What follows belongs to an exercise in optimizing a design on an open flow for small area; a production flow would make more cautious choices.
In this exercise RTL edits were held to simulation tests only and were not proved equivalent to the original.
No activity file was given, so power comes from the tool's default toggle rates.

==> v2 <==
## VGA
module VGA(
    input clk,
    input rst,
    input [7:0] ax,
    input [7:0] ay,
    input [7:0] az,
    output [2:0] pixel,
    output hsync_out,
    output vsync_out
);
Settings: LEC_CHECK=0, CAP_MARGIN=20, CORE_MARGIN=2, CORE_UTILIZATION=70, PLACE_DENSITY=0.85, SLEW_MARGIN=20; clock period 160.0 ns.
standard.sh (not shown) runs the stock make flow with config.mk's settings and CLKGATE_MAP_FILE= SYNTH_SCRIPT=/design/flow/synth_recipe.tcl, a recipe that flattens the netlist after the stock synthesis.
==> flow/flow/run.sh <==
#!/bin/bash
# Standard synthesis, then an area-oriented re-mapping of the combinational logic
# (registers untouched; best of several seeds), then the standard layout steps.
set -euo pipefail
W=$PWD
R=$W/orfs/results/$FLOW_PLATFORM/VGA/base
LIB=$FLOW_HOME/platforms/$FLOW_PLATFORM/lib/sky130_fd_sc_hd__tt_025C_1v80.lib
YOSYS=$FLOW_HOME/../tools/install/yosys/bin/yosys
[ -x "$YOSYS" ] || YOSYS=yosys
T=${REMAP_SECONDS:-400}

bash standard.sh synth > $W/1_standard_synth.log 2>&1
cp $R/1_2_yosys.v $W/1_2_yosys_standard.v

python3 $W/flow/libmodels.py $LIB $W/1_2_yosys_standard.v $W/cells.v > $W/1_libmodels.log 2>&1
grep -v blackbox $W/cells.v > $W/cells_map.v
DU="-dont_use *probe* -dont_use *lpflow* -dont_use *clkbuf* -dont_use *clkinv* -dont_use *dly* -dont_use *_bleeder*"
remap() {
  local s=$1
  sed -e "s/{T}/$T/" -e "s/{S}/$s/" $W/flow/abc_area.script > $W/abc_$s.script
  $YOSYS -p "read_liberty -lib $LIB; read_verilog $W/1_2_yosys_standard.v; hierarchy -top $FLOW_TOP; \
    techmap -map $W/cells_map.v; proc; opt_expr; techmap; opt -fast; opt_clean; \
    read_liberty -lib -ignore_redef $LIB; abc -liberty $LIB $DU -script $W/abc_$s.script; opt_clean -purge; \
    hilomap -singleton -hicell sky130_fd_sc_hd__conb_1 HI -locell sky130_fd_sc_hd__conb_1 LO; \
    insbuf -buf sky130_fd_sc_hd__buf_1 A X; splitnets; opt_clean -purge; \
    tee -o $W/remap_stat_$s.txt stat -liberty $LIB; check -assert; \
    write_verilog -noattr -nohex -nodec $W/1_2_yosys_remapped_$s.v" > $W/1_remap_$s.log 2>&1
}
SEEDS="1 2 3 4"
for s in $SEEDS; do remap $s & done
wait
best=""; bestA=""
for s in $SEEDS; do
  [ -f $W/1_2_yosys_remapped_$s.v ] || continue
  A=$(awk '/Chip area/ {print $NF}' $W/remap_stat_$s.txt)
  echo "seed $s area $A" >> $W/1_remap_summary.log
  if [ -z "$bestA" ] || awk "BEGIN{exit !($A < $bestA)}"; then best=$s; bestA=$A; fi
done
echo "best seed $best area $bestA" >> $W/1_remap_summary.log
cp $W/1_2_yosys_remapped_$best.v $R/1_2_yosys.v
rm -f $R/1_synth.odb $R/1_synth.sdc

bash standard.sh finish "BUFFER_PORTS_ARGS=-buffer_cell sky130_fd_sc_hd__buf_1" > $W/2_standard_layout.log 2>&1
Other scripts of this flow, unchanged in this note and not shown: flow/flow/abc_area.script, flow/flow/libmodels.py
==> v27 (differences from v2) <==
==> flow/flow/run.sh (replaced) <==
#!/bin/bash
# Standard synthesis, then an area-oriented re-mapping of the combinational logic
# (registers untouched): two rounds of ABC &deepsyn + amap, best of four seeds each,
# the second round starting from the first round's best; then the standard layout steps.
set -euo pipefail
W=$PWD
R=$W/orfs/results/$FLOW_PLATFORM/VGA/base
LIB=$FLOW_HOME/platforms/$FLOW_PLATFORM/lib/sky130_fd_sc_hd__tt_025C_1v80.lib
YOSYS=$FLOW_HOME/../tools/install/yosys/bin/yosys
[ -x "$YOSYS" ] || YOSYS=yosys
T=${REMAP_SECONDS:-300}

bash standard.sh synth > $W/1_standard_synth.log 2>&1
cp $R/1_2_yosys.v $W/1_2_yosys_standard.v

DU="-dont_use *probe* -dont_use *lpflow* -dont_use *clkbuf* -dont_use *clkinv* -dont_use *dly* -dont_use *_bleeder*"
round() {
  local in=$1 r=$2
  python3 $W/flow/libmodels.py $LIB $in $W/cells_$r.v > $W/1_libmodels_$r.log 2>&1
  grep -v blackbox $W/cells_$r.v > $W/cells_map_$r.v
  for s in 1 2 3 4; do remap $in $r $s & done
  wait
}
# remap uses cells_map_<round>.v through its second argument's round prefix
remap() {
  local in=$1 r=$2 s=$3 tag=$2_$3
  sed -e "s/{T}/$T/" -e "s/{S}/$s/" $W/flow/abc_area.script > $W/abc_$tag.script
  $YOSYS -p "read_liberty -lib $LIB; read_verilog $in; hierarchy -top $FLOW_TOP; \
    techmap -map $W/cells_map_$r.v; proc; opt_expr; techmap; opt -fast; opt_clean; \
    read_liberty -lib -ignore_redef $LIB; abc -liberty $LIB $DU -script $W/abc_$tag.script; opt_clean -purge; \
    hilomap -singleton -hicell sky130_fd_sc_hd__conb_1 HI -locell sky130_fd_sc_hd__conb_1 LO; \
    insbuf -buf sky130_fd_sc_hd__buf_1 A X; splitnets; opt_clean -purge; \
    tee -o $W/remap_stat_$tag.txt stat -liberty $LIB; check -assert; \
    write_verilog -noattr -nohex -nodec $W/1_2_yosys_remapped_$tag.v" > $W/1_remap_$tag.log 2>&1
}
best=""; bestA=""
pick() {
  for f in $W/remap_stat_$1_*.txt; do
    local tag=${f#$W/remap_stat_}; tag=${tag%.txt}
    [ -f $W/1_2_yosys_remapped_$tag.v ] || continue
    local A=$(awk '/Chip area/ {print $NF}' $f)
    echo "$tag area $A" >> $W/1_remap_summary.log
    if [ -z "$bestA" ] || awk "BEGIN{exit !($A < $bestA)}"; then best=$tag; bestA=$A; fi
  done
}
round $W/1_2_yosys_standard.v r1
pick r1
cp $W/1_2_yosys_remapped_$best.v $W/1_2_yosys_round1.v
round $W/1_2_yosys_round1.v r2
pick r2
echo "best $best area $bestA" >> $W/1_remap_summary.log
cp $W/1_2_yosys_remapped_$best.v $R/1_2_yosys.v
rm -f $R/1_synth.odb $R/1_synth.sdc

bash standard.sh finish "BUFFER_PORTS_ARGS=-buffer_cell sky130_fd_sc_hd__buf_1" > $W/2_standard_layout.log 2>&1
==> v17 (differences from v2) <==
==> flow/flow/run.sh (replaced) <==
#!/bin/bash
# Standard synthesis, then an area-oriented re-mapping of the combinational logic
# (registers untouched): rounds of ABC &deepsyn + amap with four seeds each, each round
# starting from the best netlist so far; then the standard layout steps.
set -euo pipefail
W=$PWD
R=$W/orfs/results/$FLOW_PLATFORM/VGA/base
LIB=$FLOW_HOME/platforms/$FLOW_PLATFORM/lib/sky130_fd_sc_hd__tt_025C_1v80.lib
YOSYS=$FLOW_HOME/../tools/install/yosys/bin/yosys
[ -x "$YOSYS" ] || YOSYS=yosys
T=${REMAP_SECONDS:-200}
ROUNDS=${REMAP_ROUNDS:-4}

bash standard.sh synth > $W/1_standard_synth.log 2>&1
cp $R/1_2_yosys.v $W/1_2_yosys_standard.v

DU="-dont_use *probe* -dont_use *lpflow* -dont_use *clkbuf* -dont_use *clkinv* -dont_use *dly* -dont_use *_bleeder*"
round() {
  local in=$1 r=$2
  python3 $W/flow/libmodels.py $LIB $in $W/cells_$r.v > $W/1_libmodels_$r.log 2>&1
  grep -v blackbox $W/cells_$r.v > $W/cells_map_$r.v
  local n=${r#r}; [ $n -le 2 ] && n=0 || n=$((n - 2))
  for s in 1 2 3 4; do remap $in $r $(( (n * 4 + s) % 100 )) & done
  wait
}
# remap uses cells_map_<round>.v through its second argument's round prefix
remap() {
  local in=$1 r=$2 s=$3 tag=$2_$3
  sed -e "s/{T}/$T/" -e "s/{S}/$s/" $W/flow/abc_area.script > $W/abc_$tag.script
  $YOSYS -p "read_liberty -lib $LIB; read_verilog $in; hierarchy -top $FLOW_TOP; \
    techmap -map $W/cells_map_$r.v; proc; opt_expr; techmap; opt -fast; opt_clean; \
    read_liberty -lib -ignore_redef $LIB; abc -liberty $LIB $DU -script $W/abc_$tag.script; opt_clean -purge; \
    hilomap -singleton -hicell sky130_fd_sc_hd__conb_1 HI -locell sky130_fd_sc_hd__conb_1 LO; \
    insbuf -buf sky130_fd_sc_hd__buf_1 A X; splitnets; opt_clean -purge; \
    tee -o $W/remap_stat_$tag.txt stat -liberty $LIB; check -assert; \
    write_verilog -noattr -nohex -nodec $W/1_2_yosys_remapped_$tag.v" > $W/1_remap_$tag.log 2>&1
}
best=""; bestA=""
pick() {
  for f in $W/remap_stat_$1_*.txt; do
    local tag=${f#$W/remap_stat_}; tag=${tag%.txt}
    [ -f $W/1_2_yosys_remapped_$tag.v ] || continue
    local A=$(awk '/Chip area/ {print $NF}' $f)
    echo "$tag area $A" >> $W/1_remap_summary.log
    if [ -z "$bestA" ] || awk "BEGIN{exit !($A < $bestA)}"; then best=$tag; bestA=$A; fi
  done
}
# round N: four seeds from the best netlist so far; keep the best overall
cur=$W/1_2_yosys_standard.v
for n in $(seq 1 $ROUNDS); do
  round $cur r$n
  pick r$n
  cur=$W/1_2_yosys_remapped_$best.v
done
echo "best $best area $bestA" >> $W/1_remap_summary.log
cp $cur $R/1_2_yosys.v
rm -f $R/1_synth.odb $R/1_synth.sdc

bash standard.sh finish "BUFFER_PORTS_ARGS=-buffer_cell sky130_fd_sc_hd__buf_1" > $W/2_standard_layout.log 2>&1
- CTS_BUF_LIST: not set -> sky130_fd_sc_hd__clkbuf_8
==> results.txt <==
| metric | v27 | v2 | v17 |
|---|---|---|---|
| Run status | finished clean | finished clean | finished clean |
| Register fraction of the total cell area | 18.2% | 17.7% | 18.3% |
| Total power | 0.0193 mW | 0.0230 mW | 0.0201 mW |
| WP depth | 23 | 26 | 25 |
| DR iter-0 viols | 727 | 468 | 662 |
| Routability cong. | 1.15 | 1.09 | 1.14 |
| Maximum number of pins on one net before global-route repair | 16 | 17 | 18 |
| Worst Hold End | hvsync.qy[2]$_SDFFE_PP0P_ | hvsync.qy[2]$_SDFFE_PP0P_ | hvsync.vga_VS$_SDFF_PP0_ |
| WHS | 0.505 ns | 0.498 ns | 0.513 ns |
| Top cell by count, worst path | nor2_1 | - | o21ai_0 |
| Combinational logic power | 0.00978 mW | 0.0132 mW | 0.00960 mW |
| Row count | 21 | 21 | 20 |
| Worst VDD drop | 0.00687 mV | 0.0104 mV | 0.0101 mV |
| Number of standard cells after synthesis | 390 | 413 | 385 |
| Total buffers and inverters traversed by the critical path | 2 | 4 | 4 |
| Overall routed net length | 7580 µm | 8230 µm | 7740 µm |
| Number of inverters outside the clock class in the layout | 67 | 67 | 61 |
| Fraction of power consumed by the clock network | 13.8% | 11.3% | 17.9% |

---

==> inputs of job 6741 <==
Another version of the RTL of VGA (not shown whole).
==> flow/config.mk <==
export PLATFORM = sky130hd
export DESIGN_NAME = VGA
export DESIGN_NICKNAME = VGA
export VERILOG_FILES = /design/flow/design.v
export SDC_FILE = /design/flow/constraint.sdc
export NUM_CORES = 4
export LEC_CHECK = 0
export CAP_MARGIN = 20
export CORE_MARGIN = 2
export CORE_UTILIZATION = 70
export PLACE_DENSITY = 0.85
export SLEW_MARGIN = 20
==> flow/constraint.sdc <==
create_clock -name core_clock -period 160.0 [get_ports {clk}]
set_input_delay 32.0000 -clock core_clock [delete_from_list [all_inputs] [get_ports {clk}]]
set_output_delay 32.0000 -clock core_clock [all_outputs]
set_load 0.01 [all_outputs]
==> flow/flow/run.sh <==
#!/bin/bash
bash standard.sh > standard.log 2>&1
==> job 4929 (differences from job 6741) <==
==> flow/flow/run.sh (replaced) <==
#!/bin/bash
# Standard synthesis, then an area-oriented re-mapping of the combinational logic
# (registers untouched), then the standard layout steps.
set -euo pipefail
W=$PWD
R=$W/orfs/results/$FLOW_PLATFORM/VGA/base
LIB=$FLOW_HOME/platforms/$FLOW_PLATFORM/lib/sky130_fd_sc_hd__tt_025C_1v80.lib
YOSYS=$FLOW_HOME/../tools/install/yosys/bin/yosys
[ -x "$YOSYS" ] || YOSYS=yosys

bash standard.sh synth > $W/1_standard_synth.log 2>&1
cp $R/1_2_yosys.v $W/1_2_yosys_standard.v

python3 $W/flow/libmodels.py $LIB $W/1_2_yosys_standard.v $W/cells.v > $W/1_libmodels.log 2>&1
grep -v blackbox $W/cells.v > $W/cells_map.v
DU="-dont_use *probe* -dont_use *lpflow* -dont_use *clkbuf* -dont_use *clkinv* -dont_use *dly* -dont_use *_bleeder*"
$YOSYS -p "read_liberty -lib $LIB; read_verilog $W/1_2_yosys_standard.v; hierarchy -top $FLOW_TOP; \
  techmap -map $W/cells_map.v; proc; opt_expr; techmap; opt -fast; opt_clean; \
  read_liberty -lib -ignore_redef $LIB; abc -liberty $LIB $DU -script $W/flow/abc_area.script; opt_clean -purge; \
  hilomap -singleton -hicell sky130_fd_sc_hd__conb_1 HI -locell sky130_fd_sc_hd__conb_1 LO; \
  insbuf -buf sky130_fd_sc_hd__buf_1 A X; splitnets; opt_clean -purge; \
  tee -o $W/remap_stat.txt stat -liberty $LIB; check -assert; \
  write_verilog -noattr -nohex -nodec $W/1_2_yosys_remapped.v" > $W/1_remap.log 2>&1
cp $W/1_2_yosys_remapped.v $R/1_2_yosys.v
rm -f $R/1_synth.odb $R/1_synth.sdc

bash standard.sh finish "BUFFER_PORTS_ARGS=-buffer_cell sky130_fd_sc_hd__buf_1" > $W/2_standard_layout.log 2>&1
==> flow/flow/abc_area.script (new file) <==
strash
&get -n
&deepsyn -T 60
&put
dch
map -a
topo
==> flow/flow/libmodels.py (new file) <==
#!/usr/bin/env python3
# Writes Verilog models of the library cells a netlist uses: combinational cells
# as logic (from their liberty functions), every other cell as a blackbox.
# usage: libmodels.py LIB NETLIST OUT
import re, sys
lib, netlist, out = sys.argv[1:4]
used = set(re.findall(r'^\s*(sky130_fd_sc_hd__\w+)\s', open(netlist).read(), re.M))
text = open(lib).read()
starts = [(m.start(), m.group(1)) for m in re.finditer(r'^\s*cell\s*\(\s*"?(\w+)"?\s*\)\s*\{', text, re.M)]
res = []
for i, (pos, name) in enumerate(starts):
    if name not in used:
        continue
    body = text[pos: starts[i + 1][0] if i + 1 < len(starts) else len(text)]
    seq = re.search(r'^\s*(ff|latch|statetable)\s*\(', body, re.M) is not None
    pins = []
    for pm in re.finditer(r'^\s*pin\s*\(\s*"?(\w+)"?\s*\)\s*\{', body, re.M):
        seg = body[pm.end(): pm.end() + 20000]
        nxt = re.search(r'^\s*pin\s*\(', seg, re.M)
        if nxt:
            seg = seg[:nxt.start()]
        d = re.search(r'direction\s*:\s*"?(\w+)"?', seg).group(1)
        f = re.search(r'^\s*function\s*:\s*"([^"]*)"', seg, re.M)
        pins.append((pm.group(1), d, f.group(1) if f else None))
    ports = ', '.join(('input ' if d == 'input' else 'output ') + p for p, d, f in pins)
    if seq or any(d == 'output' and f is None for p, d, f in pins):
        res.append('(* blackbox *) module %s(%s); endmodule' % (name, ports))
        continue
    lines = ['module %s(%s);' % (name, ports)]
    for p, d, f in pins:
        if d == 'output':
            e = f.replace('!', '~').replace('+', '|').replace('*', '&')
            lines.append('  assign %s = %s;' % (p, e))
    lines.append('endmodule')
    res.append('\n'.join(lines))
open(out, 'w').write('\n'.join(res) + '\n')
==> results.txt <==
In job 4929 the global-route usage is higher than in job 6741, by 2.6 points.
Between job 4929 and job 6741, the lower synthesized cell count is in job 4929 (gap 27%, measured against job 6741).
Of job 4929 and job 6741, job 6741 has the higher die area (gap 41%, measured against job 6741).
Against job 6741, the first-iteration DRC count of job 4929 is larger by 5.8%.
Between job 6741 and job 4929, the lower critical path depth is in job 6741 (gap 5).
In job 6741 the routed wire length is higher than in job 4929, by 66%.
Against job 4929, the register-to-register slack of job 6741 is worse by 0.65 ns.
Of job 6741 and job 4929, job 6741 has the higher via count (gap about 50%, measured against job 4929).
In job 6741 the non-clock buffer count is higher than in job 4929, by 6.
In job 6741 the clock skew is higher than in job 4929, by 0.0058 ns.
==> figures <==
Outcome: job 6741 timing/DRC/antenna clean; job 4929 timing/DRC/antenna clean
Clk pwr: job 6741 0.00529 mW; job 4929 0.00345 mW
Portion of total power attributed to the clock network: job 6741 0.242; job 4929 0.249
Maximum single-stage delay on the critical path: job 6741 0.63 ns; job 4929 0.44 ns
First-pass GRT wire length: job 6741 22600 µm; job 4929 13800 µm
Mean post-synth cell area: job 6741 6.95 µm²; job 4929 5.49 µm²
Number of vias after detailed routing: job 6741 5311; job 4929 3602
Layout cell share with drive strength beyond 1: job 6741 0.0701; job 4929 0.0198
Num rows: job 6741 29; job 4929 22
Post-synth design cell area: job 6741 4560 µm²; job 4929 2620 µm²
Number of cells on the critical path: job 6741 19; job 4929 24
Proportion of cell area occupied by multi-input gates: job 6741 0.780; job 4929 0.647
GR Util met3: job 6741 0.0570; job 4929 0.0959
Cell Count Post-Placement: job 6741 715; job 4929 551
Horizontal extent of the die: job 6741 84.7 µm; job 4929 65.2 µm
Total power per unit cell area: job 6741 4.55 nW/µm²; job 4929 4.92 nW/µm²
Critical path fanouts, max: job 6741 8; job 4929 10
Multi-input combinational gate total: job 6741 560; job 4929 369
Power in combinational cells: job 6741 0.0102 mW; job 4929 0.00429 mW
Synthesis-to-finish area growth: job 6741 5.60%; job 4929 7.59%
Switch share: job 6741 0.389; job 4929 0.348
Violation count after the first detailed-routing iteration: job 6741 859; job 4929 909

-- re-timing with driven ports --
Ports are ideal in the flow. The routed layouts listed here were re-timed in OpenROAD.
Step 1, drivers: a clkbuf_16 drives clk and a buf_2 each remaining input, both assumed.
Step 2 moves the port delays by t, midway between the first and last clock arrival at a register: inputs arrive t later, outputs are due t later. That takes back most of the time a late clock gives input paths.
Slacks: no drivers / after step 1 / after step 2; pairs: no drivers / after step 1.
| run | t, ns | slack for setup (ns) | worst hold slack (ns) |
|---|---|---|---|
| v2 | 0.336 | 123.545 / 123.548 / 123.212 | 0.498 / 0.498 / 0.498 |
| v27 | 0.327 | 123.627 / 123.627 / 123.300 | 0.505 / 0.505 / 0.505 |
| v17 | 0.290 | 123.558 / 123.562 / 123.271 | 0.513 / 0.513 / 0.513 |
| job 6741 | 0.294 | 123.270 / 123.267 / 122.972 | 0.540 / 0.540 / 0.540 |
| job 4929 | 0.283 | 123.963 / 123.968 / 123.685 | 0.504 / 0.504 / 0.504 |
After both steps every run listed still meets setup and hold. The setup slack of v2, which loses most, moves by +0.003 ns with the drivers and by -0.333 ns with both steps.
